What follows belongs to an exercise in optimizing a design on an open flow for small area and a short achievable clock period; a production flow would make more cautious choices. No functional check of the RTL was part of any run shown here. No activity file was given, so power comes from the tool's default toggle rates.

==> flow/design.v, too long to show whole: its modules and the start of the top module <==
// module multiplier: 2020 lines
// module mul_fa: 4 lines
// module mul_ha: 4 lines
module multiplier #(parameter N = 32) (
    input logic CLK, EN_mult, EN_blockRead, rst_n,
    input logic [15:0] mult_input0,
    input logic [15:0] mult_input1,
    input logic [N - 1:0] readMem_val,
    output logic RDY_mult, EN_readMem, EN_writeMem, VALID_memVal,
    output logic [N - 1:0] writeMem_val, memVal_data,
    output logic [5:0] writeMem_addr, readMem_addr
    );
  // ...
==> flow/run.sh <==
#!/bin/bash
# synth_recipe.tcl (not shown) runs the flow's synth.tcl, then flattens the netlist and writes it again
# the make line also repeats each setting of config.mk as NAME=value (left out here)
make -C /OpenROAD-flow-scripts/flow DESIGN_CONFIG=/design/flow/config.mk WORK_HOME=/design/flow/orfs CLKGATE_MAP_FILE= SYNTH_SCRIPT=/design/flow/synth_recipe.tcl finish
==> flow/config.mk <==
export PLATFORM = sky130hd
export DESIGN_NAME = multiplier
export DESIGN_NICKNAME = multiplier
export VERILOG_FILES = /design/flow/design.v
export SDC_FILE = /design/flow/constraint.sdc
export NUM_CORES = 4
export LEC_CHECK = 0
export CAP_MARGIN = 20
export CORE_MARGIN = 2
export CORE_UTILIZATION = 40
export SETUP_SLACK_MARGIN = 2.0
export SLEW_MARGIN = 20
export SYNTH_HIERARCHICAL = 1
export SYNTH_MINIMUM_KEEP_SIZE = 0
==> flow/constraint.sdc <==
create_clock -name core_clock -period 3.6 [get_ports {CLK}]
set_input_delay 0.7200 -clock core_clock [delete_from_list [all_inputs] [get_ports {CLK}]]
set_output_delay 0.7200 -clock core_clock [all_outputs]
set_load 0.01 [all_outputs]
==> flow_summary.ini, run 1 <==
[cts]
hold_buffers = 0

[floorplan]
die-area_mm2 = 0.0444

[route]
drc = 0
vias_per_cell = 4.60

[logic_synthesis]
yosys.area.top_type = dfxtp_1
synthCells = 1284
synthFlopType = dfxtp_1
yosys.area_share.xor_xnor = 0.0169
yosysSeqAreaShare = 0.511
synthAdderAreaFrac = 0.264
synth_mux_area_frac = 0.00117

[timing]
period_share = 0.645

[pwr]
p_leak_nw = 8.95
power_mw = 16.5
power_switching_mw = 5.03
intPower_mw = 11.5

[worst_hold_path]
hp-class = flip-flop to flip-flop

[global_routing]
grt_max_degree = 17
grt_pass1_vias = 9736

[worst_setup_path]
crit_chain = ha_4 -> buf_4 -> buf_6 -> buf_6 -> buf_6 -> buf_6 -> a211oi_4 -> o21ai_2 -> nand4_1 -> o211ai_4 -> a21oi_4 -> o31ai_2 -> xor2_1
crit_start = s2_1000
cp.required_ns = 4.03
cp-endpoint = s3_1088

[outcome]
status = complete, no violations

[place]
gp_congestion = 0.807

[layout]
clock_cell_area_share = 0.0812
==> run 2: changes to the inputs <==
==> flow/design.v (replaced) <==
module multiplier #(parameter N = 32) (
    input logic CLK, EN_mult, EN_blockRead, rst_n,
    input logic [15:0] mult_input0,
    input logic [15:0] mult_input1,
    input logic [N - 1:0] readMem_val,
    output logic RDY_mult, EN_readMem, EN_writeMem, VALID_memVal,
    output logic [N - 1:0] writeMem_val, memVal_data,
    output logic [5:0] writeMem_addr, readMem_addr
    );
    logic st_init, st_w, st_wf, st_f, st_r;
    logic [2:0] pipe_en;
    logic [5:0] wa, ra;
    logic vld;
    logic wr;          
    logic nxt_w;
    assign nxt_w = st_init | (st_w & ~(wr & (&wa))) | (st_r & (&ra));
    always_ff @(posedge CLK) begin
        if (!rst_n) begin
            st_init <= 1'b1; st_w <= 1'b0; st_wf <= 1'b0; st_f <= 1'b0; st_r <= 1'b0;
            pipe_en <= 3'b0;
            wr <= 1'b0;
            wa <= 6'd0;
            ra <= 6'd0;
            vld <= 1'b0;
        end else begin
            pipe_en <= {pipe_en[1:0], EN_mult};
            wr <= pipe_en[2] & nxt_w;
            st_init <= 1'b0;
            st_w  <= nxt_w;
            st_wf <= wr & (&wa);
            st_f  <= st_wf | (st_f & ~EN_blockRead);
            st_r  <= (st_f & EN_blockRead) | (st_r & ~(&ra));
            if (wr) wa <= wa + 6'd1;
            if (st_r) ra <= ra + 6'd1;
            vld <= st_r;
        end
    end
    assign RDY_mult = st_w;
    assign EN_writeMem = wr;
    assign EN_readMem = st_r;
    assign VALID_memVal = vld;
    assign writeMem_addr = wa;
    assign readMem_addr = ra;
    assign memVal_data = readMem_val;
    logic pp1;
    logic pp2;
    logic pp3;
    logic pp4;
    logic pp5;
    logic pp6;
    logic pp7;
    logic pp8;
    logic pp9;
    logic pp10;
    logic pp11;
    logic pp12;
    logic pp13;
    logic pp14;
    logic pp15;
    logic pp16;
    logic pp17;
    logic pp18;
    logic pp19;
    logic pp20;
    logic pp21;
    logic pp22;
    logic pp23;
    logic pp24;
    logic pp25;
    logic pp26;
    logic pp27;
    logic pp28;
    logic pp29;
    logic pp30;
    logic pp31;
    logic pp32;
    logic pp33;
    logic pp34;
    logic pp35;
    logic pp36;
    logic pp37;
    logic pp38;
    logic pp39;
    logic pp40;
    logic pp41;
    logic pp42;
    logic pp43;
    logic pp44;
    logic pp45;
    logic pp46;
    logic pp47;
    logic pp48;
    logic pp49;
    logic pp50;
    logic pp51;
    logic pp52;
    logic pp53;
    logic pp54;
    logic pp55;
    logic pp56;
    logic pp57;
    logic pp58;
    logic pp59;
    logic pp60;
    logic pp61;
    logic pp62;
    logic pp63;
    logic pp64;
    logic pp65;
    logic pp66;
    logic pp67;
    logic pp68;
    logic pp69;
    logic pp70;
    logic pp71;
    logic pp72;
    logic pp73;
    logic pp74;
    logic pp75;
    logic pp76;
    logic pp77;
    logic pp78;
    logic pp79;
    logic pp80;
    logic pp81;
    logic pp82;
    logic pp83;
    logic pp84;
    logic pp85;
    logic pp86;
    logic pp87;
    logic pp88;
    logic pp89;
    logic pp90;
    logic pp91;
    logic pp92;
    logic pp93;
    logic pp94;
    logic pp95;
    logic pp96;
    logic pp97;
    logic pp98;
    logic pp99;
    logic pp100;
    logic pp101;
    logic pp102;
    logic pp103;
    logic pp104;
    logic pp105;
    logic pp106;
    logic pp107;
    logic pp108;
    logic pp109;
    logic pp110;
    logic pp111;
    logic pp112;
    logic pp113;
    logic pp114;
    logic pp115;
    logic pp116;
    logic pp117;
    logic pp118;
    logic pp119;
    logic pp120;
    logic pp121;
    logic pp122;
    logic pp123;
    logic pp124;
    logic pp125;
    logic pp126;
    logic pp127;
    logic pp128;
    logic pp129;
    logic pp130;
    logic pp131;
    logic pp132;
    logic pp133;
    logic pp134;
    logic pp135;
    logic pp136;
    logic pp137;
    logic pp138;
    logic pp139;
    logic pp140;
    logic pp141;
    logic pp142;
    logic pp143;
    logic pp144;
    logic pp145;
    logic pp146;
    logic pp147;
    logic pp148;
    logic pp149;
    logic pp150;
    logic pp151;
    logic pp152;
    logic pp153;
    logic pp154;
    logic pp155;
    logic pp156;
    logic pp157;
    logic pp158;
    logic pp159;
    logic pp160;
    logic pp161;
    logic pp162;
    logic pp163;
    logic pp164;
    logic pp165;
    logic pp166;
    logic pp167;
    logic pp168;
    logic pp169;
    logic pp170;
    logic pp171;
    logic pp172;
    logic pp173;
    logic pp174;
    logic pp175;
    logic pp176;
    logic pp177;
    logic pp178;
    logic pp179;
    logic pp180;
    logic pp181;
    logic pp182;
    logic pp183;
    logic pp184;
    logic pp185;
    logic pp186;
    logic pp187;
    logic pp188;
    logic pp189;
    logic pp190;
    logic pp191;
    logic pp192;
    logic pp193;
    logic pp194;
    logic pp195;
    logic pp196;
    logic pp197;
    logic pp198;
    logic pp199;
    logic pp200;
    logic pp201;
    logic pp202;
    logic pp203;
    logic pp204;
    logic pp205;
    logic pp206;
    logic pp207;
    logic pp208;
    logic pp209;
    logic pp210;
    logic pp211;
    logic pp212;
    logic pp213;
    logic pp214;
    logic pp215;
    logic pp216;
    logic pp217;
    logic pp218;
    logic pp219;
    logic pp220;
    logic pp221;
    logic pp222;
    logic pp223;
    logic pp224;
    logic pp225;
    logic pp226;
    logic pp227;
    logic pp228;
    logic pp229;
    logic pp230;
    logic pp231;
    logic pp232;
    logic pp233;
    logic pp234;
    logic pp235;
    logic pp236;
    logic pp237;
    logic pp238;
    logic pp239;
    logic pp240;
    logic pp241;
    logic pp242;
    logic pp243;
    logic pp244;
    logic pp245;
    logic pp246;
    logic pp247;
    logic pp248;
    logic pp249;
    logic pp250;
    logic pp251;
    logic pp252;
    logic pp253;
    logic pp254;
    logic pp255;
    logic pp256;
    logic fs257;
    logic fc258;
    logic fs259;
    logic fc260;
    logic fs261;
    logic fc262;
    logic fs263;
    logic fc264;
    logic fs265;
    logic fc266;
    logic fs267;
    logic fc268;
    logic fs269;
    logic fc270;
    logic fs271;
    logic fc272;
    logic fs273;
    logic fc274;
    logic fs275;
    logic fc276;
    logic fs277;
    logic fc278;
    logic fs279;
    logic fc280;
    logic fs281;
    logic fc282;
    logic fs283;
    logic fc284;
    logic fs285;
    logic fc286;
    logic fs287;
    logic fc288;
    logic fs289;
    logic fc290;
    logic fs291;
    logic fc292;
    logic fs293;
    logic fc294;
    logic fs295;
    logic fc296;
    logic fs297;
    logic fc298;
    logic fs299;
    logic fc300;
    logic fs301;
    logic fc302;
    logic fs303;
    logic fc304;
    logic fs305;
    logic fc306;
    logic fs307;
    logic fc308;
    logic fs309;
    logic fc310;
    logic fs311;
    logic fc312;
    logic fs313;
    logic fc314;
    logic fs315;
    logic fc316;
    logic fs317;
    logic fc318;
    logic fs319;
    logic fc320;
    logic fs321;
    logic fc322;
    logic fs323;
    logic fc324;
    logic fs325;
    logic fc326;
    logic fs327;
    logic fc328;
    logic fs329;
    logic fc330;
    logic fs331;
    logic fc332;
    logic fs333;
    logic fc334;
    logic fs335;
    logic fc336;
    logic fs337;
    logic fc338;
    logic fs339;
    logic fc340;
    logic fs341;
    logic fc342;
    logic fs343;
    logic fc344;
    logic fs345;
    logic fc346;
    logic fs347;
    logic fc348;
    logic fs349;
    logic fc350;
    logic fs351;
    logic fc352;
    logic fs353;
    logic fc354;
    logic fs355;
    logic fc356;
    logic fs357;
    logic fc358;
    logic fs359;
    logic fc360;
    logic fs361;
    logic fc362;
    logic fs363;
    logic fc364;
    logic fs365;
    logic fc366;
    logic fs367;
    logic fc368;
    logic fs369;
    logic fc370;
    logic fs371;
    logic fc372;
    logic fs373;
    logic fc374;
    logic fs375;
    logic fc376;
    logic fs377;
    logic fc378;
    logic fs379;
    logic fc380;
    logic fs381;
    logic fc382;
    logic fs383;
    logic fc384;
    logic fs385;
    logic fc386;
    logic fs387;
    logic fc388;
    logic fs389;
    logic fc390;
    logic fs391;
    logic fc392;
    logic fs393;
    logic fc394;
    logic fs395;
    logic fc396;
    logic fs397;
    logic fc398;
    logic fs399;
    logic fc400;
    logic fs401;
    logic fc402;
    logic fs403;
    logic fc404;
    logic fs405;
    logic fc406;
    logic fs407;
    logic fc408;
    logic fs409;
    logic fc410;
    logic fs411;
    logic fc412;
    logic fs413;
    logic fc414;
    logic fs415;
    logic fc416;
    logic fs417;
    logic fc418;
    logic fs419;
    logic fc420;
    logic fs421;
    logic fc422;
    logic fs423;
    logic fc424;
    logic fs425;
    logic fc426;
    logic fs427;
    logic fc428;
    logic fs429;
    logic fc430;
    logic fs431;
    logic fc432;
    logic fs433;
    logic fc434;
    logic fs435;
    logic fc436;
    logic fs437;
    logic fc438;
    logic fs439;
    logic fc440;
    logic fs441;
    logic fc442;
    logic fs443;
    logic fc444;
    logic fs445;
    logic fc446;
    logic fs447;
    logic fc448;
    logic fs449;
    logic fc450;
    logic fs451;
    logic fc452;
    logic fs453;
    logic fc454;
    logic fs455;
    logic fc456;
    logic fs457;
    logic fc458;
    logic fs459;
    logic fc460;
    logic fs461;
    logic fc462;
    logic fs463;
    logic fc464;
    logic fs465;
    logic fc466;
    logic fs467;
    logic fc468;
    logic fs469;
    logic fc470;
    logic fs471;
    logic fc472;
    logic fs473;
    logic fc474;
    logic fs475;
    logic fc476;
    logic fs477;
    logic fc478;
    logic fs479;
    logic fc480;
    logic fs481;
    logic fc482;
    logic fs483;
    logic fc484;
    logic fs485;
    logic fc486;
    logic fs487;
    logic fc488;
    logic fs489;
    logic fc490;
    logic fs491;
    logic fc492;
    logic fs493;
    logic fc494;
    logic fs495;
    logic fc496;
    logic fs497;
    logic fc498;
    logic fs499;
    logic fc500;
    logic fs501;
    logic fc502;
    logic fs503;
    logic fc504;
    logic fs505;
    logic fc506;
    logic fs507;
    logic fc508;
    logic fs509;
    logic fc510;
    logic fs511;
    logic fc512;
    logic fs513;
    logic fc514;
    logic fs515;
    logic fc516;
    logic fs517;
    logic fc518;
    logic fs519;
    logic fc520;
    logic fs521;
    logic fc522;
    logic fs523;
    logic fc524;
    logic fs525;
    logic fc526;
    logic fs527;
    logic fc528;
    logic fs529;
    logic fc530;
    logic fs531;
    logic fc532;
    logic fs533;
    logic fc534;
    logic fs535;
    logic fc536;
    logic fs537;
    logic fc538;
    logic fs539;
    logic fc540;
    logic fs541;
    logic fc542;
    logic fs543;
    logic fc544;
    logic fs545;
    logic fc546;
    logic fs547;
    logic fc548;
    logic fs549;
    logic fc550;
    logic fs551;
    logic fc552;
    logic fs553;
    logic fc554;
    logic fs555;
    logic fc556;
    logic fs557;
    logic fc558;
    logic fs559;
    logic fc560;
    logic fs561;
    logic fc562;
    logic fs563;
    logic fc564;
    logic fs565;
    logic fc566;
    logic fs567;
    logic fc568;
    logic fs569;
    logic fc570;
    logic s0_571;
    logic s0_572;
    logic s0_573;
    logic s0_574;
    logic s0_575;
    logic s0_576;
    logic s0_577;
    logic s0_578;
    logic s0_579;
    logic s0_580;
    logic s0_581;
    logic s0_582;
    logic s0_583;
    logic s0_584;
    logic s0_585;
    logic s0_586;
    logic s0_587;
    logic s0_588;
    logic s0_589;
    logic s0_590;
    logic s0_591;
    logic s0_592;
    logic s0_593;
    logic s0_594;
    logic s0_595;
    logic s0_596;
    logic s0_597;
    logic s0_598;
    logic s0_599;
    logic s0_600;
    logic s0_601;
    logic s0_602;
    logic s0_603;
    logic s0_604;
    logic s0_605;
    logic s0_606;
    logic s0_607;
    logic s0_608;
    logic s0_609;
    logic s0_610;
    logic s0_611;
    logic s0_612;
    logic s0_613;
    logic s0_614;
    logic s0_615;
    logic s0_616;
    logic s0_617;
    logic s0_618;
    logic s0_619;
    logic s0_620;
    logic s0_621;
    logic s0_622;
    logic s0_623;
    logic s0_624;
    logic s0_625;
    logic s0_626;
    logic s0_627;
    logic s0_628;
    logic s0_629;
    logic s0_630;
    logic s0_631;
    logic s0_632;
    logic s0_633;
    logic s0_634;
    logic s0_635;
    logic s0_636;
    logic s0_637;
    logic s0_638;
    logic s0_639;
    logic s0_640;
    logic s0_641;
    logic s0_642;
    logic s0_643;
    logic s0_644;
    logic s0_645;
    logic s0_646;
    logic s0_647;
    logic s0_648;
    logic s0_649;
    logic s0_650;
    logic s0_651;
    logic s0_652;
    logic s0_653;
    logic s0_654;
    logic s0_655;
    logic s0_656;
    logic s0_657;
    logic s0_658;
    logic s0_659;
    logic s0_660;
    logic s0_661;
    logic s0_662;
    logic s0_663;
    logic s0_664;
    logic s0_665;
    logic s0_666;
    logic s0_667;
    logic s0_668;
    logic s0_669;
    logic fs670;
    logic fc671;
    logic fs672;
    logic fc673;
    logic fs674;
    logic fc675;
    logic fs676;
    logic fc677;
    logic fs678;
    logic fc679;
    logic fs680;
    logic fc681;
    logic fs682;
    logic fc683;
    logic fs684;
    logic fc685;
    logic fs686;
    logic fc687;
    logic fs688;
    logic fc689;
    logic fs690;
    logic fc691;
    logic hs692;
    logic hc693;
    logic fs694;
    logic fc695;
    logic fs696;
    logic fc697;
    logic fs698;
    logic fc699;
    logic fs700;
    logic fc701;
    logic fs702;
    logic fc703;
    logic fs704;
    logic fc705;
    logic fs706;
    logic fc707;
    logic fs708;
    logic fc709;
    logic fs710;
    logic fc711;
    logic fs712;
    logic fc713;
    logic fs714;
    logic fc715;
    logic fs716;
    logic fc717;
    logic fs718;
    logic fc719;
    logic fs720;
    logic fc721;
    logic fs722;
    logic fc723;
    logic fs724;
    logic fc725;
    logic fs726;
    logic fc727;
    logic fs728;
    logic fc729;
    logic fs730;
    logic fc731;
    logic fs732;
    logic fc733;
    logic fs734;
    logic fc735;
    logic fs736;
    logic fc737;
    logic fs738;
    logic fc739;
    logic fs740;
    logic fc741;
    logic fs742;
    logic fc743;
    logic fs744;
    logic fc745;
    logic fs746;
    logic fc747;
    logic hs748;
    logic hc749;
    logic hs750;
    logic hc751;
    logic hs752;
    logic hc753;
    logic hs754;
    logic hc755;
    logic hs756;
    logic hc757;
    logic hs758;
    logic hc759;
    logic hs760;
    logic hc761;
    logic hs762;
    logic hc763;
    logic fs764;
    logic fc765;
    logic fs766;
    logic fc767;
    logic fs768;
    logic fc769;
    logic fs770;
    logic fc771;
    logic fs772;
    logic fc773;
    logic fs774;
    logic fc775;
    logic s1_776;
    logic s1_777;
    logic s1_778;
    logic s1_779;
    logic s1_780;
    logic s1_781;
    logic s1_782;
    logic s1_783;
    logic s1_784;
    logic s1_785;
    logic s1_786;
    logic s1_787;
    logic s1_788;
    logic s1_789;
    logic s1_790;
    logic s1_791;
    logic s1_792;
    logic s1_793;
    logic s1_794;
    logic s1_795;
    logic s1_796;
    logic s1_797;
    logic s1_798;
    logic s1_799;
    logic s1_800;
    logic s1_801;
    logic s1_802;
    logic s1_803;
    logic s1_804;
    logic s1_805;
    logic s1_806;
    logic s1_807;
    logic s1_808;
    logic s1_809;
    logic s1_810;
    logic s1_811;
    logic s1_812;
    logic s1_813;
    logic s1_814;
    logic s1_815;
    logic s1_816;
    logic s1_817;
    logic s1_818;
    logic s1_819;
    logic s1_820;
    logic s1_821;
    logic s1_822;
    logic s1_823;
    logic s1_824;
    logic s1_825;
    logic s1_826;
    logic s1_827;
    logic s1_828;
    logic s1_829;
    logic s1_830;
    logic s2_834;
    logic s2_835;
    logic s2_836;
    logic s2_837;
    logic s2_838;
    logic s2_839;
    logic s2_840;
    logic s2_841;
    logic s2_842;
    logic s2_843;
    logic s2_844;
    logic s2_845;
    logic s2_846;
    logic s2_847;
    logic s2_848;
    logic s2_849;
    logic s2_850;
    logic s2_851;
    logic s2_852;
    logic s2_853;
    logic s2_854;
    logic s2_855;
    logic s2_856;
    logic s2_857;
    logic s2_858;
    logic s2_859;
    logic s2_860;
    logic s2_861;
    logic s2_862;
    logic s2_863;
    logic s2_864;
    logic s2_865;
    logic s3_866;
    logic s3_867;
    logic s3_868;
    logic s3_869;
    logic s3_870;
    logic s3_871;
    logic s3_872;
    logic s3_873;
    logic s3_874;
    logic s3_875;
    logic s3_876;
    logic s3_877;
    logic s3_878;
    logic s3_879;
    logic s3_880;
    logic s3_881;
    logic s3_882;
    logic s3_883;
    logic s3_884;
    logic s3_885;
    logic s3_886;
    logic s3_887;
    logic s3_888;
    logic s3_889;
    logic s3_890;
    logic s3_891;
    logic s3_892;
    logic s3_893;
    logic s3_894;
    logic s3_895;
    logic s3_896;
    logic s3_897;
    logic [31:0] ra831;
    logic [31:0] rb832;
    logic [31:0] pr833;
    assign pp1 = mult_input0[0] & mult_input1[0];
    assign pp2 = mult_input0[0] & mult_input1[1];
    assign pp3 = mult_input0[0] & mult_input1[2];
    assign pp4 = mult_input0[0] & mult_input1[3];
    assign pp5 = mult_input0[0] & mult_input1[4];
    assign pp6 = mult_input0[0] & mult_input1[5];
    assign pp7 = mult_input0[0] & mult_input1[6];
    assign pp8 = mult_input0[0] & mult_input1[7];
    assign pp9 = mult_input0[0] & mult_input1[8];
    assign pp10 = mult_input0[0] & mult_input1[9];
    assign pp11 = mult_input0[0] & mult_input1[10];
    assign pp12 = mult_input0[0] & mult_input1[11];
    assign pp13 = mult_input0[0] & mult_input1[12];
    assign pp14 = mult_input0[0] & mult_input1[13];
    assign pp15 = mult_input0[0] & mult_input1[14];
    assign pp16 = mult_input0[0] & mult_input1[15];
    assign pp17 = mult_input0[1] & mult_input1[0];
    assign pp18 = mult_input0[1] & mult_input1[1];
    assign pp19 = mult_input0[1] & mult_input1[2];
    assign pp20 = mult_input0[1] & mult_input1[3];
    assign pp21 = mult_input0[1] & mult_input1[4];
    assign pp22 = mult_input0[1] & mult_input1[5];
    assign pp23 = mult_input0[1] & mult_input1[6];
    assign pp24 = mult_input0[1] & mult_input1[7];
    assign pp25 = mult_input0[1] & mult_input1[8];
    assign pp26 = mult_input0[1] & mult_input1[9];
    assign pp27 = mult_input0[1] & mult_input1[10];
    assign pp28 = mult_input0[1] & mult_input1[11];
    assign pp29 = mult_input0[1] & mult_input1[12];
    assign pp30 = mult_input0[1] & mult_input1[13];
    assign pp31 = mult_input0[1] & mult_input1[14];
    assign pp32 = mult_input0[1] & mult_input1[15];
    assign pp33 = mult_input0[2] & mult_input1[0];
    assign pp34 = mult_input0[2] & mult_input1[1];
    assign pp35 = mult_input0[2] & mult_input1[2];
    assign pp36 = mult_input0[2] & mult_input1[3];
    assign pp37 = mult_input0[2] & mult_input1[4];
    assign pp38 = mult_input0[2] & mult_input1[5];
    assign pp39 = mult_input0[2] & mult_input1[6];
    assign pp40 = mult_input0[2] & mult_input1[7];
    assign pp41 = mult_input0[2] & mult_input1[8];
    assign pp42 = mult_input0[2] & mult_input1[9];
    assign pp43 = mult_input0[2] & mult_input1[10];
    assign pp44 = mult_input0[2] & mult_input1[11];
    assign pp45 = mult_input0[2] & mult_input1[12];
    assign pp46 = mult_input0[2] & mult_input1[13];
    assign pp47 = mult_input0[2] & mult_input1[14];
    assign pp48 = mult_input0[2] & mult_input1[15];
    assign pp49 = mult_input0[3] & mult_input1[0];
    assign pp50 = mult_input0[3] & mult_input1[1];
    assign pp51 = mult_input0[3] & mult_input1[2];
    assign pp52 = mult_input0[3] & mult_input1[3];
    assign pp53 = mult_input0[3] & mult_input1[4];
    assign pp54 = mult_input0[3] & mult_input1[5];
    assign pp55 = mult_input0[3] & mult_input1[6];
    assign pp56 = mult_input0[3] & mult_input1[7];
    assign pp57 = mult_input0[3] & mult_input1[8];
    assign pp58 = mult_input0[3] & mult_input1[9];
    assign pp59 = mult_input0[3] & mult_input1[10];
    assign pp60 = mult_input0[3] & mult_input1[11];
    assign pp61 = mult_input0[3] & mult_input1[12];
    assign pp62 = mult_input0[3] & mult_input1[13];
    assign pp63 = mult_input0[3] & mult_input1[14];
    assign pp64 = mult_input0[3] & mult_input1[15];
    assign pp65 = mult_input0[4] & mult_input1[0];
    assign pp66 = mult_input0[4] & mult_input1[1];
    assign pp67 = mult_input0[4] & mult_input1[2];
    assign pp68 = mult_input0[4] & mult_input1[3];
    assign pp69 = mult_input0[4] & mult_input1[4];
    assign pp70 = mult_input0[4] & mult_input1[5];
    assign pp71 = mult_input0[4] & mult_input1[6];
    assign pp72 = mult_input0[4] & mult_input1[7];
    assign pp73 = mult_input0[4] & mult_input1[8];
    assign pp74 = mult_input0[4] & mult_input1[9];
    assign pp75 = mult_input0[4] & mult_input1[10];
    assign pp76 = mult_input0[4] & mult_input1[11];
    assign pp77 = mult_input0[4] & mult_input1[12];
    assign pp78 = mult_input0[4] & mult_input1[13];
    assign pp79 = mult_input0[4] & mult_input1[14];
    assign pp80 = mult_input0[4] & mult_input1[15];
    assign pp81 = mult_input0[5] & mult_input1[0];
    assign pp82 = mult_input0[5] & mult_input1[1];
    assign pp83 = mult_input0[5] & mult_input1[2];
    assign pp84 = mult_input0[5] & mult_input1[3];
    assign pp85 = mult_input0[5] & mult_input1[4];
    assign pp86 = mult_input0[5] & mult_input1[5];
    assign pp87 = mult_input0[5] & mult_input1[6];
    assign pp88 = mult_input0[5] & mult_input1[7];
    assign pp89 = mult_input0[5] & mult_input1[8];
    assign pp90 = mult_input0[5] & mult_input1[9];
    assign pp91 = mult_input0[5] & mult_input1[10];
    assign pp92 = mult_input0[5] & mult_input1[11];
    assign pp93 = mult_input0[5] & mult_input1[12];
    assign pp94 = mult_input0[5] & mult_input1[13];
    assign pp95 = mult_input0[5] & mult_input1[14];
    assign pp96 = mult_input0[5] & mult_input1[15];
    assign pp97 = mult_input0[6] & mult_input1[0];
    assign pp98 = mult_input0[6] & mult_input1[1];
    assign pp99 = mult_input0[6] & mult_input1[2];
    assign pp100 = mult_input0[6] & mult_input1[3];
    assign pp101 = mult_input0[6] & mult_input1[4];
    assign pp102 = mult_input0[6] & mult_input1[5];
    assign pp103 = mult_input0[6] & mult_input1[6];
    assign pp104 = mult_input0[6] & mult_input1[7];
    assign pp105 = mult_input0[6] & mult_input1[8];
    assign pp106 = mult_input0[6] & mult_input1[9];
    assign pp107 = mult_input0[6] & mult_input1[10];
    assign pp108 = mult_input0[6] & mult_input1[11];
    assign pp109 = mult_input0[6] & mult_input1[12];
    assign pp110 = mult_input0[6] & mult_input1[13];
    assign pp111 = mult_input0[6] & mult_input1[14];
    assign pp112 = mult_input0[6] & mult_input1[15];
    assign pp113 = mult_input0[7] & mult_input1[0];
    assign pp114 = mult_input0[7] & mult_input1[1];
    assign pp115 = mult_input0[7] & mult_input1[2];
    assign pp116 = mult_input0[7] & mult_input1[3];
    assign pp117 = mult_input0[7] & mult_input1[4];
    assign pp118 = mult_input0[7] & mult_input1[5];
    assign pp119 = mult_input0[7] & mult_input1[6];
    assign pp120 = mult_input0[7] & mult_input1[7];
    assign pp121 = mult_input0[7] & mult_input1[8];
    assign pp122 = mult_input0[7] & mult_input1[9];
    assign pp123 = mult_input0[7] & mult_input1[10];
    assign pp124 = mult_input0[7] & mult_input1[11];
    assign pp125 = mult_input0[7] & mult_input1[12];
    assign pp126 = mult_input0[7] & mult_input1[13];
    assign pp127 = mult_input0[7] & mult_input1[14];
    assign pp128 = mult_input0[7] & mult_input1[15];
    assign pp129 = mult_input0[8] & mult_input1[0];
    assign pp130 = mult_input0[8] & mult_input1[1];
    assign pp131 = mult_input0[8] & mult_input1[2];
    assign pp132 = mult_input0[8] & mult_input1[3];
    assign pp133 = mult_input0[8] & mult_input1[4];
    assign pp134 = mult_input0[8] & mult_input1[5];
    assign pp135 = mult_input0[8] & mult_input1[6];
    assign pp136 = mult_input0[8] & mult_input1[7];
    assign pp137 = mult_input0[8] & mult_input1[8];
    assign pp138 = mult_input0[8] & mult_input1[9];
    assign pp139 = mult_input0[8] & mult_input1[10];
    assign pp140 = mult_input0[8] & mult_input1[11];
    assign pp141 = mult_input0[8] & mult_input1[12];
    assign pp142 = mult_input0[8] & mult_input1[13];
    assign pp143 = mult_input0[8] & mult_input1[14];
    assign pp144 = mult_input0[8] & mult_input1[15];
    assign pp145 = mult_input0[9] & mult_input1[0];
    assign pp146 = mult_input0[9] & mult_input1[1];
    assign pp147 = mult_input0[9] & mult_input1[2];
    assign pp148 = mult_input0[9] & mult_input1[3];
    assign pp149 = mult_input0[9] & mult_input1[4];
    assign pp150 = mult_input0[9] & mult_input1[5];
    assign pp151 = mult_input0[9] & mult_input1[6];
    assign pp152 = mult_input0[9] & mult_input1[7];
    assign pp153 = mult_input0[9] & mult_input1[8];
    assign pp154 = mult_input0[9] & mult_input1[9];
    assign pp155 = mult_input0[9] & mult_input1[10];
    assign pp156 = mult_input0[9] & mult_input1[11];
    assign pp157 = mult_input0[9] & mult_input1[12];
    assign pp158 = mult_input0[9] & mult_input1[13];
    assign pp159 = mult_input0[9] & mult_input1[14];
    assign pp160 = mult_input0[9] & mult_input1[15];
    assign pp161 = mult_input0[10] & mult_input1[0];
    assign pp162 = mult_input0[10] & mult_input1[1];
    assign pp163 = mult_input0[10] & mult_input1[2];
    assign pp164 = mult_input0[10] & mult_input1[3];
    assign pp165 = mult_input0[10] & mult_input1[4];
    assign pp166 = mult_input0[10] & mult_input1[5];
    assign pp167 = mult_input0[10] & mult_input1[6];
    assign pp168 = mult_input0[10] & mult_input1[7];
    assign pp169 = mult_input0[10] & mult_input1[8];
    assign pp170 = mult_input0[10] & mult_input1[9];
    assign pp171 = mult_input0[10] & mult_input1[10];
    assign pp172 = mult_input0[10] & mult_input1[11];
    assign pp173 = mult_input0[10] & mult_input1[12];
    assign pp174 = mult_input0[10] & mult_input1[13];
    assign pp175 = mult_input0[10] & mult_input1[14];
    assign pp176 = mult_input0[10] & mult_input1[15];
    assign pp177 = mult_input0[11] & mult_input1[0];
    assign pp178 = mult_input0[11] & mult_input1[1];
    assign pp179 = mult_input0[11] & mult_input1[2];
    assign pp180 = mult_input0[11] & mult_input1[3];
    assign pp181 = mult_input0[11] & mult_input1[4];
    assign pp182 = mult_input0[11] & mult_input1[5];
    assign pp183 = mult_input0[11] & mult_input1[6];
    assign pp184 = mult_input0[11] & mult_input1[7];
    assign pp185 = mult_input0[11] & mult_input1[8];
    assign pp186 = mult_input0[11] & mult_input1[9];
    assign pp187 = mult_input0[11] & mult_input1[10];
    assign pp188 = mult_input0[11] & mult_input1[11];
    assign pp189 = mult_input0[11] & mult_input1[12];
    assign pp190 = mult_input0[11] & mult_input1[13];
    assign pp191 = mult_input0[11] & mult_input1[14];
    assign pp192 = mult_input0[11] & mult_input1[15];
    assign pp193 = mult_input0[12] & mult_input1[0];
    assign pp194 = mult_input0[12] & mult_input1[1];
    assign pp195 = mult_input0[12] & mult_input1[2];
    assign pp196 = mult_input0[12] & mult_input1[3];
    assign pp197 = mult_input0[12] & mult_input1[4];
    assign pp198 = mult_input0[12] & mult_input1[5];
    assign pp199 = mult_input0[12] & mult_input1[6];
    assign pp200 = mult_input0[12] & mult_input1[7];
    assign pp201 = mult_input0[12] & mult_input1[8];
    assign pp202 = mult_input0[12] & mult_input1[9];
    assign pp203 = mult_input0[12] & mult_input1[10];
    assign pp204 = mult_input0[12] & mult_input1[11];
    assign pp205 = mult_input0[12] & mult_input1[12];
    assign pp206 = mult_input0[12] & mult_input1[13];
    assign pp207 = mult_input0[12] & mult_input1[14];
    assign pp208 = mult_input0[12] & mult_input1[15];
    assign pp209 = mult_input0[13] & mult_input1[0];
    assign pp210 = mult_input0[13] & mult_input1[1];
    assign pp211 = mult_input0[13] & mult_input1[2];
    assign pp212 = mult_input0[13] & mult_input1[3];
    assign pp213 = mult_input0[13] & mult_input1[4];
    assign pp214 = mult_input0[13] & mult_input1[5];
    assign pp215 = mult_input0[13] & mult_input1[6];
    assign pp216 = mult_input0[13] & mult_input1[7];
    assign pp217 = mult_input0[13] & mult_input1[8];
    assign pp218 = mult_input0[13] & mult_input1[9];
    assign pp219 = mult_input0[13] & mult_input1[10];
    assign pp220 = mult_input0[13] & mult_input1[11];
    assign pp221 = mult_input0[13] & mult_input1[12];
    assign pp222 = mult_input0[13] & mult_input1[13];
    assign pp223 = mult_input0[13] & mult_input1[14];
    assign pp224 = mult_input0[13] & mult_input1[15];
    assign pp225 = mult_input0[14] & mult_input1[0];
    assign pp226 = mult_input0[14] & mult_input1[1];
    assign pp227 = mult_input0[14] & mult_input1[2];
    assign pp228 = mult_input0[14] & mult_input1[3];
    assign pp229 = mult_input0[14] & mult_input1[4];
    assign pp230 = mult_input0[14] & mult_input1[5];
    assign pp231 = mult_input0[14] & mult_input1[6];
    assign pp232 = mult_input0[14] & mult_input1[7];
    assign pp233 = mult_input0[14] & mult_input1[8];
    assign pp234 = mult_input0[14] & mult_input1[9];
    assign pp235 = mult_input0[14] & mult_input1[10];
    assign pp236 = mult_input0[14] & mult_input1[11];
    assign pp237 = mult_input0[14] & mult_input1[12];
    assign pp238 = mult_input0[14] & mult_input1[13];
    assign pp239 = mult_input0[14] & mult_input1[14];
    assign pp240 = mult_input0[14] & mult_input1[15];
    assign pp241 = mult_input0[15] & mult_input1[0];
    assign pp242 = mult_input0[15] & mult_input1[1];
    assign pp243 = mult_input0[15] & mult_input1[2];
    assign pp244 = mult_input0[15] & mult_input1[3];
    assign pp245 = mult_input0[15] & mult_input1[4];
    assign pp246 = mult_input0[15] & mult_input1[5];
    assign pp247 = mult_input0[15] & mult_input1[6];
    assign pp248 = mult_input0[15] & mult_input1[7];
    assign pp249 = mult_input0[15] & mult_input1[8];
    assign pp250 = mult_input0[15] & mult_input1[9];
    assign pp251 = mult_input0[15] & mult_input1[10];
    assign pp252 = mult_input0[15] & mult_input1[11];
    assign pp253 = mult_input0[15] & mult_input1[12];
    assign pp254 = mult_input0[15] & mult_input1[13];
    assign pp255 = mult_input0[15] & mult_input1[14];
    assign pp256 = mult_input0[15] & mult_input1[15];
    mul_fa u_fs257 (pp3, pp18, pp33, fs257, fc258);
    mul_fa u_fs259 (pp4, pp19, pp34, fs259, fc260);
    mul_fa u_fs261 (pp5, pp20, pp35, fs261, fc262);
    mul_fa u_fs263 (pp6, pp21, pp36, fs263, fc264);
    mul_fa u_fs265 (pp51, pp66, pp81, fs265, fc266);
    mul_fa u_fs267 (pp7, pp22, pp37, fs267, fc268);
    mul_fa u_fs269 (pp52, pp67, pp82, fs269, fc270);
    mul_fa u_fs271 (pp8, pp23, pp38, fs271, fc272);
    mul_fa u_fs273 (pp53, pp68, pp83, fs273, fc274);
    mul_fa u_fs275 (pp9, pp24, pp39, fs275, fc276);
    mul_fa u_fs277 (pp54, pp69, pp84, fs277, fc278);
    mul_fa u_fs279 (pp99, pp114, pp129, fs279, fc280);
    mul_fa u_fs281 (pp10, pp25, pp40, fs281, fc282);
    mul_fa u_fs283 (pp55, pp70, pp85, fs283, fc284);
    mul_fa u_fs285 (pp100, pp115, pp130, fs285, fc286);
    mul_fa u_fs287 (pp11, pp26, pp41, fs287, fc288);
    mul_fa u_fs289 (pp56, pp71, pp86, fs289, fc290);
    mul_fa u_fs291 (pp101, pp116, pp131, fs291, fc292);
    mul_fa u_fs293 (pp12, pp27, pp42, fs293, fc294);
    mul_fa u_fs295 (pp57, pp72, pp87, fs295, fc296);
    mul_fa u_fs297 (pp102, pp117, pp132, fs297, fc298);
    mul_fa u_fs299 (pp147, pp162, pp177, fs299, fc300);
    mul_fa u_fs301 (pp13, pp28, pp43, fs301, fc302);
    mul_fa u_fs303 (pp58, pp73, pp88, fs303, fc304);
    mul_fa u_fs305 (pp103, pp118, pp133, fs305, fc306);
    mul_fa u_fs307 (pp148, pp163, pp178, fs307, fc308);
    mul_fa u_fs309 (pp14, pp29, pp44, fs309, fc310);
    mul_fa u_fs311 (pp59, pp74, pp89, fs311, fc312);
    mul_fa u_fs313 (pp104, pp119, pp134, fs313, fc314);
    mul_fa u_fs315 (pp149, pp164, pp179, fs315, fc316);
    mul_fa u_fs317 (pp15, pp30, pp45, fs317, fc318);
    mul_fa u_fs319 (pp60, pp75, pp90, fs319, fc320);
    mul_fa u_fs321 (pp105, pp120, pp135, fs321, fc322);
    mul_fa u_fs323 (pp150, pp165, pp180, fs323, fc324);
    mul_fa u_fs325 (pp195, pp210, pp225, fs325, fc326);
    mul_fa u_fs327 (pp16, pp31, pp46, fs327, fc328);
    mul_fa u_fs329 (pp61, pp76, pp91, fs329, fc330);
    mul_fa u_fs331 (pp106, pp121, pp136, fs331, fc332);
    mul_fa u_fs333 (pp151, pp166, pp181, fs333, fc334);
    mul_fa u_fs335 (pp196, pp211, pp226, fs335, fc336);
    mul_fa u_fs337 (pp32, pp47, pp62, fs337, fc338);
    mul_fa u_fs339 (pp77, pp92, pp107, fs339, fc340);
    mul_fa u_fs341 (pp122, pp137, pp152, fs341, fc342);
    mul_fa u_fs343 (pp167, pp182, pp197, fs343, fc344);
    mul_fa u_fs345 (pp212, pp227, pp242, fs345, fc346);
    mul_fa u_fs347 (pp48, pp63, pp78, fs347, fc348);
    mul_fa u_fs349 (pp93, pp108, pp123, fs349, fc350);
    mul_fa u_fs351 (pp138, pp153, pp168, fs351, fc352);
    mul_fa u_fs353 (pp183, pp198, pp213, fs353, fc354);
    mul_fa u_fs355 (pp64, pp79, pp94, fs355, fc356);
    mul_fa u_fs357 (pp109, pp124, pp139, fs357, fc358);
    mul_fa u_fs359 (pp154, pp169, pp184, fs359, fc360);
    mul_fa u_fs361 (pp199, pp214, pp229, fs361, fc362);
    mul_fa u_fs363 (pp80, pp95, pp110, fs363, fc364);
    mul_fa u_fs365 (pp125, pp140, pp155, fs365, fc366);
    mul_fa u_fs367 (pp170, pp185, pp200, fs367, fc368);
    mul_fa u_fs369 (pp215, pp230, pp245, fs369, fc370);
    mul_fa u_fs371 (pp96, pp111, pp126, fs371, fc372);
    mul_fa u_fs373 (pp141, pp156, pp171, fs373, fc374);
    mul_fa u_fs375 (pp186, pp201, pp216, fs375, fc376);
    mul_fa u_fs377 (pp112, pp127, pp142, fs377, fc378);
    mul_fa u_fs379 (pp157, pp172, pp187, fs379, fc380);
    mul_fa u_fs381 (pp202, pp217, pp232, fs381, fc382);
    mul_fa u_fs383 (pp128, pp143, pp158, fs383, fc384);
    mul_fa u_fs385 (pp173, pp188, pp203, fs385, fc386);
    mul_fa u_fs387 (pp218, pp233, pp248, fs387, fc388);
    mul_fa u_fs389 (pp144, pp159, pp174, fs389, fc390);
    mul_fa u_fs391 (pp189, pp204, pp219, fs391, fc392);
    mul_fa u_fs393 (pp160, pp175, pp190, fs393, fc394);
    mul_fa u_fs395 (pp205, pp220, pp235, fs395, fc396);
    mul_fa u_fs397 (pp176, pp191, pp206, fs397, fc398);
    mul_fa u_fs399 (pp221, pp236, pp251, fs399, fc400);
    mul_fa u_fs401 (pp192, pp207, pp222, fs401, fc402);
    mul_fa u_fs403 (pp208, pp223, pp238, fs403, fc404);
    mul_fa u_fs405 (pp224, pp239, pp254, fs405, fc406);
    mul_fa u_fs407 (pp49, fc258, fs259, fs407, fc408);
    mul_fa u_fs409 (pp50, pp65, fc260, fs409, fc410);
    mul_fa u_fs411 (fc262, fs263, fs265, fs411, fc412);
    mul_fa u_fs413 (pp97, fc264, fc266, fs413, fc414);
    mul_fa u_fs415 (pp98, pp113, fc268, fs415, fc416);
    mul_fa u_fs417 (fc270, fs271, fs273, fs417, fc418);
    mul_fa u_fs419 (fc272, fc274, fs275, fs419, fc420);
    mul_fa u_fs421 (pp145, fc276, fc278, fs421, fc422);
    mul_fa u_fs423 (fc280, fs281, fs283, fs423, fc424);
    mul_fa u_fs425 (pp146, pp161, fc282, fs425, fc426);
    mul_fa u_fs427 (fc284, fc286, fs287, fs427, fc428);
    mul_fa u_fs429 (fc288, fc290, fc292, fs429, fc430);
    mul_fa u_fs431 (fs293, fs295, fs297, fs431, fc432);
    mul_fa u_fs433 (pp193, fc294, fc296, fs433, fc434);
    mul_fa u_fs435 (fc298, fc300, fs301, fs435, fc436);
    mul_fa u_fs437 (fs303, fs305, fs307, fs437, fc438);
    mul_fa u_fs439 (pp194, pp209, fc302, fs439, fc440);
    mul_fa u_fs441 (fc304, fc306, fc308, fs441, fc442);
    mul_fa u_fs443 (fs309, fs311, fs313, fs443, fc444);
    mul_fa u_fs445 (fc310, fc312, fc314, fs445, fc446);
    mul_fa u_fs447 (fc316, fs317, fs319, fs447, fc448);
    mul_fa u_fs449 (fs321, fs323, fs325, fs449, fc450);
    mul_fa u_fs451 (pp241, fc318, fc320, fs451, fc452);
    mul_fa u_fs453 (fc322, fc324, fc326, fs453, fc454);
    mul_fa u_fs455 (fs327, fs329, fs331, fs455, fc456);
    mul_fa u_fs457 (fc328, fc330, fc332, fs457, fc458);
    mul_fa u_fs459 (fc334, fc336, fs337, fs459, fc460);
    mul_fa u_fs461 (fs339, fs341, fs343, fs461, fc462);
    mul_fa u_fs463 (pp228, pp243, fc338, fs463, fc464);
    mul_fa u_fs465 (fc340, fc342, fc344, fs465, fc466);
    mul_fa u_fs467 (fc346, fs347, fs349, fs467, fc468);
    mul_fa u_fs469 (pp244, fc348, fc350, fs469, fc470);
    mul_fa u_fs471 (fc352, fc354, fs355, fs471, fc472);
    mul_fa u_fs473 (fs357, fs359, fs361, fs473, fc474);
    mul_fa u_fs475 (fc356, fc358, fc360, fs475, fc476);
    mul_fa u_fs477 (fc362, fs363, fs365, fs477, fc478);
    mul_fa u_fs479 (pp231, pp246, fc364, fs479, fc480);
    mul_fa u_fs481 (fc366, fc368, fc370, fs481, fc482);
    mul_fa u_fs483 (fs371, fs373, fs375, fs483, fc484);
    mul_fa u_fs485 (pp247, fc372, fc374, fs485, fc486);
    mul_fa u_fs487 (fc376, fs377, fs379, fs487, fc488);
    mul_fa u_fs489 (fc378, fc380, fc382, fs489, fc490);
    mul_fa u_fs491 (fs383, fs385, fs387, fs491, fc492);
    mul_fa u_fs493 (pp234, pp249, fc384, fs493, fc494);
    mul_fa u_fs495 (fc386, fc388, fs389, fs495, fc496);
    mul_fa u_fs497 (pp250, fc390, fc392, fs497, fc498);
    mul_fa u_fs499 (fc394, fc396, fs397, fs499, fc500);
    mul_fa u_fs501 (pp237, pp252, fc398, fs501, fc502);
    mul_fa u_fs503 (pp253, fc402, fs403, fs503, fc504);
    mul_fa u_fs505 (pp240, pp255, fc406, fs505, fc506);
    mul_fa u_fs507 (fs261, fc408, fs409, fs507, fc508);
    mul_fa u_fs509 (fs267, fs269, fc412, fs509, fc510);
    mul_fa u_fs511 (fc414, fs415, fs417, fs511, fc512);
    mul_fa u_fs513 (fs277, fs279, fc416, fs513, fc514);
    mul_fa u_fs515 (fs285, fc420, fs421, fs515, fc516);
    mul_fa u_fs517 (fs289, fs291, fc422, fs517, fc518);
    mul_fa u_fs519 (fc424, fs425, fs427, fs519, fc520);
    mul_fa u_fs521 (fs299, fc426, fc428, fs521, fc522);
    mul_fa u_fs523 (fc430, fc432, fs433, fs523, fc524);
    mul_fa u_fs525 (fs315, fc434, fc436, fs525, fc526);
    mul_fa u_fs527 (fc438, fs439, fs441, fs527, fc528);
    mul_fa u_fs529 (fc440, fc442, fc444, fs529, fc530);
    mul_fa u_fs531 (fs445, fs447, fs449, fs531, fc532);
    mul_fa u_fs533 (fs333, fs335, fc446, fs533, fc534);
    mul_fa u_fs535 (fc448, fc450, fs451, fs535, fc536);
    mul_fa u_fs537 (fs345, fc452, fc454, fs537, fc538);
    mul_fa u_fs539 (fc456, fs457, fs459, fs539, fc540);
    mul_fa u_fs541 (fs351, fs353, fc458, fs541, fc542);
    mul_fa u_fs543 (fc460, fc462, fs463, fs543, fc544);
    mul_fa u_fs545 (fc464, fc466, fc468, fs545, fc546);
    mul_fa u_fs547 (fs469, fs471, fs473, fs547, fc548);
    mul_fa u_fs549 (fs367, fs369, fc470, fs549, fc550);
    mul_fa u_fs551 (fc472, fc474, fs475, fs551, fc552);
    mul_fa u_fs553 (fc476, fc478, fs479, fs553, fc554);
    mul_fa u_fs555 (fs381, fc480, fc482, fs555, fc556);
    mul_fa u_fs557 (fc484, fs485, fs487, fs557, fc558);
    mul_fa u_fs559 (fc486, fc488, fs489, fs559, fc560);
    mul_fa u_fs561 (fs391, fc490, fc492, fs561, fc562);
    mul_fa u_fs563 (fs393, fs395, fc494, fs563, fc564);
    mul_fa u_fs565 (fs399, fc498, fs499, fs565, fc566);
    mul_fa u_fs567 (fc400, fs401, fc500, fs567, fc568);
    mul_fa u_fs569 (fc404, fs405, fc504, fs569, fc570);
    mul_fa u_fs670 (s0_577, s0_578, s0_579, fs670, fc671);
    mul_fa u_fs672 (s0_584, s0_585, s0_586, fs672, fc673);
    mul_fa u_fs674 (s0_588, s0_589, s0_590, fs674, fc675);
    mul_fa u_fs676 (s0_591, s0_592, s0_593, fs676, fc677);
    mul_fa u_fs678 (s0_594, s0_595, s0_596, fs678, fc679);
    mul_fa u_fs680 (s0_599, s0_600, s0_601, fs680, fc681);
    mul_fa u_fs682 (s0_603, s0_604, s0_605, fs682, fc683);
    mul_fa u_fs684 (s0_607, s0_608, s0_609, fs684, fc685);
    mul_fa u_fs686 (s0_611, s0_612, s0_613, fs686, fc687);
    mul_fa u_fs688 (s0_614, s0_615, s0_616, fs688, fc689);
    mul_fa u_fs690 (s0_617, s0_618, s0_619, fs690, fc691);
    mul_ha u_hs692 (s0_620, s0_621, hs692, hc693);
    mul_fa u_fs694 (s0_622, s0_623, s0_624, fs694, fc695);
    mul_fa u_fs696 (s0_625, s0_626, s0_627, fs696, fc697);
    mul_fa u_fs698 (s0_628, s0_629, s0_630, fs698, fc699);
    mul_fa u_fs700 (s0_632, s0_633, s0_634, fs700, fc701);
    mul_fa u_fs702 (s0_637, s0_638, s0_639, fs702, fc703);
    mul_fa u_fs704 (s0_642, s0_643, s0_644, fs704, fc705);
    mul_fa u_fs706 (s0_645, s0_646, s0_647, fs706, fc707);
    mul_fa u_fs708 (s0_649, s0_650, s0_651, fs708, fc709);
    mul_fa u_fs710 (s0_653, s0_654, s0_655, fs710, fc711);
    mul_fa u_fs712 (s0_659, s0_660, s0_661, fs712, fc713);
    mul_fa u_fs714 (s0_662, s0_663, s0_664, fs714, fc715);
    mul_fa u_fs716 (s0_580, s0_581, fc671, fs716, fc717);
    mul_fa u_fs718 (s0_597, s0_598, fc677, fs718, fc719);
    mul_fa u_fs720 (s0_602, fc679, fs680, fs720, fc721);
    mul_fa u_fs722 (s0_606, fc681, fs682, fs722, fc723);
    mul_fa u_fs724 (s0_610, fc683, fs684, fs724, fc725);
    mul_fa u_fs726 (fc685, fs686, fs688, fs726, fc727);
    mul_fa u_fs728 (fc687, fc689, fs690, fs728, fc729);
    mul_fa u_fs730 (fc691, hc693, fs694, fs730, fc731);
    mul_fa u_fs732 (s0_631, fc695, fc697, fs732, fc733);
    mul_fa u_fs734 (s0_635, s0_636, fc699, fs734, fc735);
    mul_fa u_fs736 (s0_640, s0_641, fc701, fs736, fc737);
    mul_fa u_fs738 (s0_648, fc705, fs706, fs738, fc739);
    mul_fa u_fs740 (s0_652, fc707, fs708, fs740, fc741);
    mul_fa u_fs742 (s0_656, fc709, fs710, fs742, fc743);
    mul_fa u_fs744 (s0_657, s0_658, fc711, fs744, fc745);
    mul_fa u_fs746 (s0_582, s0_583, fc717, fs746, fc747);
    mul_ha u_hs748 (s0_587, fs672, hs748, hc749);
    mul_ha u_hs750 (fc673, fs674, hs750, hc751);
    mul_ha u_hs752 (fc675, fs676, hs752, hc753);
    mul_ha u_hs754 (fs678, fs718, hs754, hc755);
    mul_ha u_hs756 (fc719, fs720, hs756, hc757);
    mul_ha u_hs758 (fc721, fs722, hs758, hc759);
    mul_ha u_hs760 (fc723, fs724, hs760, hc761);
    mul_ha u_hs762 (fc725, fs726, hs762, hc763);
    mul_fa u_fs764 (hs692, fc727, fs728, fs764, fc765);
    mul_fa u_fs766 (fs696, fc729, fs730, fs766, fc767);
    mul_fa u_fs768 (fs698, fc731, fs732, fs768, fc769);
    mul_fa u_fs770 (fs700, fc733, fs734, fs770, fc771);
    mul_fa u_fs772 (fs702, fc735, fs736, fs772, fc773);
    mul_fa u_fs774 (fc703, fs704, fc737, fs774, fc775);
    assign ra831 = {1'b0, s1_829, s1_827, s1_825, s1_823, s1_821, s1_819, s1_817, s1_815, s1_813, s1_811, s1_809, s1_807, s1_805, s1_803, s1_801, s1_799, s1_797, s1_795, s1_793, s1_791, s1_789, s1_787, s1_785, s1_784, s1_783, s1_782, s1_781, s1_780, s1_779, s1_777, s1_776};
    assign rb832 = {1'b0, s1_830, s1_828, s1_826, s1_824, s1_822, s1_820, s1_818, s1_816, s1_814, s1_812, s1_810, s1_808, s1_806, s1_804, s1_802, s1_800, s1_798, s1_796, s1_794, s1_792, s1_790, s1_788, s1_786, 1'b0, 1'b0, 1'b0, 1'b0, 1'b0, 1'b0, s1_778, 1'b0};
    assign pr833 = ra831 + rb832;
    always_ff @(posedge CLK) begin
        s0_571 <= pp1;
        s0_572 <= pp2;
        s0_573 <= pp17;
        s0_574 <= fs257;
        s0_575 <= fs407;
        s0_576 <= fs507;
        s0_577 <= fc410;
        s0_578 <= fs411;
        s0_579 <= fc508;
        s0_580 <= fs413;
        s0_581 <= fs509;
        s0_582 <= fc510;
        s0_583 <= fs511;
        s0_584 <= fc418;
        s0_585 <= fs419;
        s0_586 <= fc512;
        s0_587 <= fs513;
        s0_588 <= fs423;
        s0_589 <= fc514;
        s0_590 <= fs515;
        s0_591 <= fc516;
        s0_592 <= fs517;
        s0_593 <= fs519;
        s0_594 <= fs429;
        s0_595 <= fs431;
        s0_596 <= fc518;
        s0_597 <= fc520;
        s0_598 <= fs521;
        s0_599 <= fs435;
        s0_600 <= fs437;
        s0_601 <= fc522;
        s0_602 <= fs523;
        s0_603 <= fs443;
        s0_604 <= fc524;
        s0_605 <= fs525;
        s0_606 <= fs527;
        s0_607 <= fc526;
        s0_608 <= fc528;
        s0_609 <= fs529;
        s0_610 <= fs531;
        s0_611 <= fs453;
        s0_612 <= fs455;
        s0_613 <= fc530;
        s0_614 <= fc532;
        s0_615 <= fs533;
        s0_616 <= fs535;
        s0_617 <= fs461;
        s0_618 <= fc534;
        s0_619 <= fc536;
        s0_620 <= fs537;
        s0_621 <= fs539;
        s0_622 <= fs465;
        s0_623 <= fs467;
        s0_624 <= fc538;
        s0_625 <= fc540;
        s0_626 <= fs541;
        s0_627 <= fs543;
        s0_628 <= fc542;
        s0_629 <= fc544;
        s0_630 <= fs545;
        s0_631 <= fs547;
        s0_632 <= fs477;
        s0_633 <= fc546;
        s0_634 <= fc548;
        s0_635 <= fs549;
        s0_636 <= fs551;
        s0_637 <= fs481;
        s0_638 <= fs483;
        s0_639 <= fc550;
        s0_640 <= fc552;
        s0_641 <= fs553;
        s0_642 <= fc554;
        s0_643 <= fs555;
        s0_644 <= fs557;
        s0_645 <= fs491;
        s0_646 <= fc556;
        s0_647 <= fc558;
        s0_648 <= fs559;
        s0_649 <= fs493;
        s0_650 <= fs495;
        s0_651 <= fc560;
        s0_652 <= fs561;
        s0_653 <= fc496;
        s0_654 <= fs497;
        s0_655 <= fc562;
        s0_656 <= fs563;
        s0_657 <= fc564;
        s0_658 <= fs565;
        s0_659 <= fs501;
        s0_660 <= fc566;
        s0_661 <= fs567;
        s0_662 <= fc502;
        s0_663 <= fs503;
        s0_664 <= fc568;
        s0_665 <= fs569;
        s0_666 <= fs505;
        s0_667 <= fc570;
        s0_668 <= pp256;
        s0_669 <= fc506;
        s1_776 <= s0_571;
        s1_777 <= s0_572;
        s1_778 <= s0_573;
        s1_779 <= s0_574;
        s1_780 <= s0_575;
        s1_781 <= s0_576;
        s1_782 <= fs670;
        s1_783 <= fs716;
        s1_784 <= fs746;
        s1_785 <= fc747;
        s1_786 <= hs748;
        s1_787 <= hc749;
        s1_788 <= hs750;
        s1_789 <= hc751;
        s1_790 <= hs752;
        s1_791 <= hc753;
        s1_792 <= hs754;
        s1_793 <= hc755;
        s1_794 <= hs756;
        s1_795 <= hc757;
        s1_796 <= hs758;
        s1_797 <= hc759;
        s1_798 <= hs760;
        s1_799 <= hc761;
        s1_800 <= hs762;
        s1_801 <= hc763;
        s1_802 <= fs764;
        s1_803 <= fc765;
        s1_804 <= fs766;
        s1_805 <= fc767;
        s1_806 <= fs768;
        s1_807 <= fc769;
        s1_808 <= fs770;
        s1_809 <= fc771;
        s1_810 <= fs772;
        s1_811 <= fc773;
        s1_812 <= fs774;
        s1_813 <= fs738;
        s1_814 <= fc775;
        s1_815 <= fc739;
        s1_816 <= fs740;
        s1_817 <= fc741;
        s1_818 <= fs742;
        s1_819 <= fc743;
        s1_820 <= fs744;
        s1_821 <= fs712;
        s1_822 <= fc745;
        s1_823 <= fc713;
        s1_824 <= fs714;
        s1_825 <= s0_665;
        s1_826 <= fc715;
        s1_827 <= s0_666;
        s1_828 <= s0_667;
        s1_829 <= s0_668;
        s1_830 <= s0_669;
        s2_834 <= pr833[0];
        s2_835 <= pr833[1];
        s2_836 <= pr833[2];
        s2_837 <= pr833[3];
        s2_838 <= pr833[4];
        s2_839 <= pr833[5];
        s2_840 <= pr833[6];
        s2_841 <= pr833[7];
        s2_842 <= pr833[8];
        s2_843 <= pr833[9];
        s2_844 <= pr833[10];
        s2_845 <= pr833[11];
        s2_846 <= pr833[12];
        s2_847 <= pr833[13];
        s2_848 <= pr833[14];
        s2_849 <= pr833[15];
        s2_850 <= pr833[16];
        s2_851 <= pr833[17];
        s2_852 <= pr833[18];
        s2_853 <= pr833[19];
        s2_854 <= pr833[20];
        s2_855 <= pr833[21];
        s2_856 <= pr833[22];
        s2_857 <= pr833[23];
        s2_858 <= pr833[24];
        s2_859 <= pr833[25];
        s2_860 <= pr833[26];
        s2_861 <= pr833[27];
        s2_862 <= pr833[28];
        s2_863 <= pr833[29];
        s2_864 <= pr833[30];
        s2_865 <= pr833[31];
        s3_866 <= s2_834;
        s3_867 <= s2_835;
        s3_868 <= s2_836;
        s3_869 <= s2_837;
        s3_870 <= s2_838;
        s3_871 <= s2_839;
        s3_872 <= s2_840;
        s3_873 <= s2_841;
        s3_874 <= s2_842;
        s3_875 <= s2_843;
        s3_876 <= s2_844;
        s3_877 <= s2_845;
        s3_878 <= s2_846;
        s3_879 <= s2_847;
        s3_880 <= s2_848;
        s3_881 <= s2_849;
        s3_882 <= s2_850;
        s3_883 <= s2_851;
        s3_884 <= s2_852;
        s3_885 <= s2_853;
        s3_886 <= s2_854;
        s3_887 <= s2_855;
        s3_888 <= s2_856;
        s3_889 <= s2_857;
        s3_890 <= s2_858;
        s3_891 <= s2_859;
        s3_892 <= s2_860;
        s3_893 <= s2_861;
        s3_894 <= s2_862;
        s3_895 <= s2_863;
        s3_896 <= s2_864;
        s3_897 <= s2_865;
    end
    assign writeMem_val = {s3_897, s3_896, s3_895, s3_894, s3_893, s3_892, s3_891, s3_890, s3_889, s3_888, s3_887, s3_886, s3_885, s3_884, s3_883, s3_882, s3_881, s3_880, s3_879, s3_878, s3_877, s3_876, s3_875, s3_874, s3_873, s3_872, s3_871, s3_870, s3_869, s3_868, s3_867, s3_866};
endmodule
module mul_fa (input logic a, b, c, output logic s, co);
    assign s = a ^ b ^ c;
    assign co = (a & b) | (a & c) | (b & c);
endmodule
module mul_ha (input logic a, b, output logic s, co);
    assign s = a ^ b;
    assign co = a & b;
endmodule
==> flow/config.mk (replaced) <==
export PLATFORM = sky130hd
export DESIGN_NAME = multiplier
export DESIGN_NICKNAME = multiplier
export VERILOG_FILES = /design/flow/design.v
export SDC_FILE = /design/flow/constraint.sdc
export NUM_CORES = 4
export LEC_CHECK = 0
export CAP_MARGIN = 20
export CORE_MARGIN = 2
export CORE_UTILIZATION = 65
export SETUP_SLACK_MARGIN = 1.3
export SLEW_MARGIN = 20
export SYNTH_HIERARCHICAL = 1
export SYNTH_MINIMUM_KEEP_SIZE = 0
==> run 2 against run 1 <==
Compared with the run above:
- setup slack better by 0.013 ns
- clock-buffer cell count down 27
- maximum frequency up 0.55%
- clock power down 49%
- global-route usage up 12 points
==> flow_summary.ini, run 2 <==
[floorplan]
die_h_um = 144
die_w_um = 144
row_count = 51
die-area_mm2 = 0.0208
start_util = 0.658
pin_count = 148
core_mm2 = 0.0194

[pwr]
intPower_mw = 7.29
peakVddDrop_mv = 0.457
p_sw_frac = 0.324
power_mw = 10.8
p_leak_nw = 6.49
power.share.sequential = 0.374
p_per_area_mw_per_mm2 = 704
p_clk_frac = 0.242
comb_power_share = 0.385
power_switching_mw = 3.49

[place]
port_buffers = 83
gp_congestion = 0.833
hpwlAfterDp_mm = 18.6

[layout]
final_nets = 1444
n_antenna_cell = 0
drive_gt1_frac = 0.290
syn_to_final_growth_pct = 19.9
final_common_cell = dfxtp_1
reg.largest.list = ra x6, wa x6, pipe_en x3
layout_common_cells = dfxtp_1 (238), and2_1 (204), fa_2 (105)

[timing]
relSlewSlack = 0.695
layout_min_cycle_time_ns = 2.31
rsz0062_at_grt = yes
fin_tns_setup_ns = 0
worst_slew_pin_slew_ns = 0.455
period_share = 0.641
fmax_mhz = 433
skew_ns = 0.0116
setup_violations = 0
hold_viol_final = 0
finalMaxSlewViolations = 0

[logic_synthesis]
avgSynthCellArea_um2 = 12.3
yosys-top-cells-count = and2_1 (262), dfxtp_1 (240), fa_1 (201), buf_4 (64), ha_1 (36)
yosysSeqAreaShare = 0.376
yosysUniqueCellTypes = 44
synth_top_area_share = 0.376
yosysMostFrequentCell = and2_1
async_reset_ff_frac = 0
ys_ff_latch = 240
synthFlopType = dfxtp_1
synth_area_mm2 = 0.0128
synthCells = 1042
yosys.area.top_type = dfxtp_1
synth_fp_nets = 1347
yosysWarnings = 7
synth_edf_count = 0
netlist_top_cells_area = dfxtp_1 (38%), fa_1 (32%), and2_1 (13%)

[cts]
clk-insertion-delay-late_ns = 0.50
htreeDepth = 1
cts_buffer_depth = 3
numCtsBuffers = 25
cts_sinks = 240
cts.reportedPaths.clkPinSlew_ns = 0.06
cts_tree = done
hold_buffers = 0
root_buffer = clkbuf_16

[worst_setup_path]
start_kind = input port
cp.required_ns = 3.98
cp-end-kind = flip-flop
crit_chain = buf_2 -> buf_6 -> and2_4 -> fa_1 -> fa_2 -> fa_2
cpPeakStageDelay_ns = 0.57
cp_max_fo = 7
cp_common_cell = fa_2
slowest_stage = fa_2
cp.arrival_ns = 2.69
criticalPathCategory = input port to flip-flop

[route]
totalWireLength_mm = 29.0
first_iter_violations = 439
vias = 7676
antenna_left = 0
drt-wirelength-per-cell_um = 20.4
vias_per_cell = 5.40
drc = 0
drt-pass1-iter-count = 5

[worst_hold_path]
hp-class = flip-flop to flip-flop

[job]
maxCapViolCount = 0

[global_routing]
antenna_found_initial = 0
grt.total_usage = 0.291
gr-total-overflow = 0
grt_max_degree = 18
grt_pass1_vias = 8098
grt_pass1_wl_mm = 44.5

[outcome]
status = complete, no violations
-- run 2: cell count changes in the layout (fill, tap and decap cells not counted), sizes merged, moves of 4 or more --
| cell | delta |
|---|---|
| fa | +5 |
| clkbuf | -25 |
| a221oi | -4 |
| ha | -11 |
| buf | -14 |
| clkdlybuf4s50 | +46 |
| clkdlybuf4s15 | -8 |
| bufinv | -5 |
| o21a | -4 |
| a21o | -12 |
| clkinvlp | -5 |
| dfxtp | -196 |
| inv | -7 |
-- run 2: final timing paths --
kind / slack (ns) / start / to / cells after the start
setup / recovery: 1.29 / mult_input0[2] / s0_621 / 6
hold / removal: 0.32 / s0_665 / s1_825 / 0
setup reg to reg: 1.41 / s1_787 / s2_863 / 8
hold reg to reg: 0.32 / s0_665 / s1_825 / 0
-- run 2: kinds of logic after synthesis --
logic type | Yosys count | synth area share
AOI/OAI and AO/OA | 70 | 0.0363
xor gates and xnor gates | 35 | 0.0240
adders and majority gates | 237 | 0.350
buffers and inverters | 106 | 0.0502
DFF | 240 | 0.376
muxes | 2 | 0.00157
and+or+nand+nor | 352 | 0.162
-- run 2: through the flow --
stage / utilization / area, um^2 / setup WS [ns] / instances / hold slack [ns]
2_1_floorplan: - / 13300 / 1.04 / 1042 / 0.310
3_3_place_gp: 0.716 / 13900 / 0.214 / 1318 / 0.309
3_5_place_dp: 0.716 / 13900 / 0.205 / 1318 / 0.312
4_1_cts: 0.788 / 15300 / 1.30 / 1422 / 0.325
5_1_grt: 0.790 / 15300 / 1.27 / 1422 / 0.329
6_report: 0.790 / 15300 / 1.29 / 1422 / 0.322
-- run 2: routing by layer --
metal,vias up,part of all wire,track usage
li1,3428,-,-
met1,3792,0.43,0.415
met2,376,0.43,0.432
met3,80,0.10,0.0815
met4,0,0.032,0.106
met5,-,0,0
-- run 2: layout make-up --
| class | count | area [um^2] |
|---|---|---|
| flip-flops and latches | 240 | 4810 |
| well taps | 265 | 332 |
| clock buffers | 34 | 709 |
| inverters | 6 | 22.5 |
| repair buffers | 170 | 1530 |
| clock inverters | 11 | 150 |
| multi-input cells | 696 | 7760 |
| fillers | 1261 | 4080 |
-- run 2: Yosys stat by module (local to each module, per instance) --
module | cells | flip-flops and latches | cell area (um^2)
multiplier | 832 | 240 | 8640
mul_ha | 1 | 0 | 12.5
mul_fa | 1 | 0 | 20.0
-- run 2: critical path, delay by kind of cell --
kind,cells,cell delay [ns]
AND/OR/NAND/NOR,1,0.16
adder cells (fa/ha/maj),3,1.52
buffers and inverters,2,0.29
-- run 2: power groups by stage --
stage / clock (mW) / combinational [mW] / sequential, mW
floorplan: 0 / 3.00 / 3.98
global placement: 0 / 3.86 / 4.06
detailed placement: 0 / 3.97 / 4.09
CTS: 2.66 / 4.10 / 4.04
global route: 2.77 / 4.72 / 4.12
finish: 2.60 / 4.15 / 4.03
-- run 2: repair_timing --
| action | CTS | global route |
|---|---|---|
| gates resized for setup | 193 | 20 |
| pin swaps | 30 | 20 |
| setup endpoints to repair | 86 | 16 |
| buffers inserted | 42 | 0 |
| gates cloned | 17 | 0 |

-- separate check: timing with driven ports --
No port has a modelled driver above. Below, the same layouts with a new extraction and two added sets of constraints. Step 1 sets driving cells, clkbuf_16 on the clock port and buf_2 on the other inputs (assumed; they add their load-dependent delay and slew). Step 2 moves the port delays by t, midway between the first and last clock arrival at a register: inputs arrive t later, outputs are due t later. That takes back most of the time a late clock gives input paths. Slacks: ideal ports / drivers / drivers and shift; pairs: ideal ports / drivers.
run	shift t [ns]	slack for setup (ns)	slew at the worst register clock pin (ns)	worst slew at a driven data input, ns	cell pins on the clock port's net
run 1	0.609	1.279 / 1.279 / 1.279	0.06 / 0.06	0.08	1
run 2	0.547	1.292 / 1.321 / 0.775	0.06 / 0.06	0.06	1
After both steps every run listed still meets setup and hold. The setup slack of run 2, which loses most, moves by +0.029 ns with the drivers and by -0.517 ns with both steps.
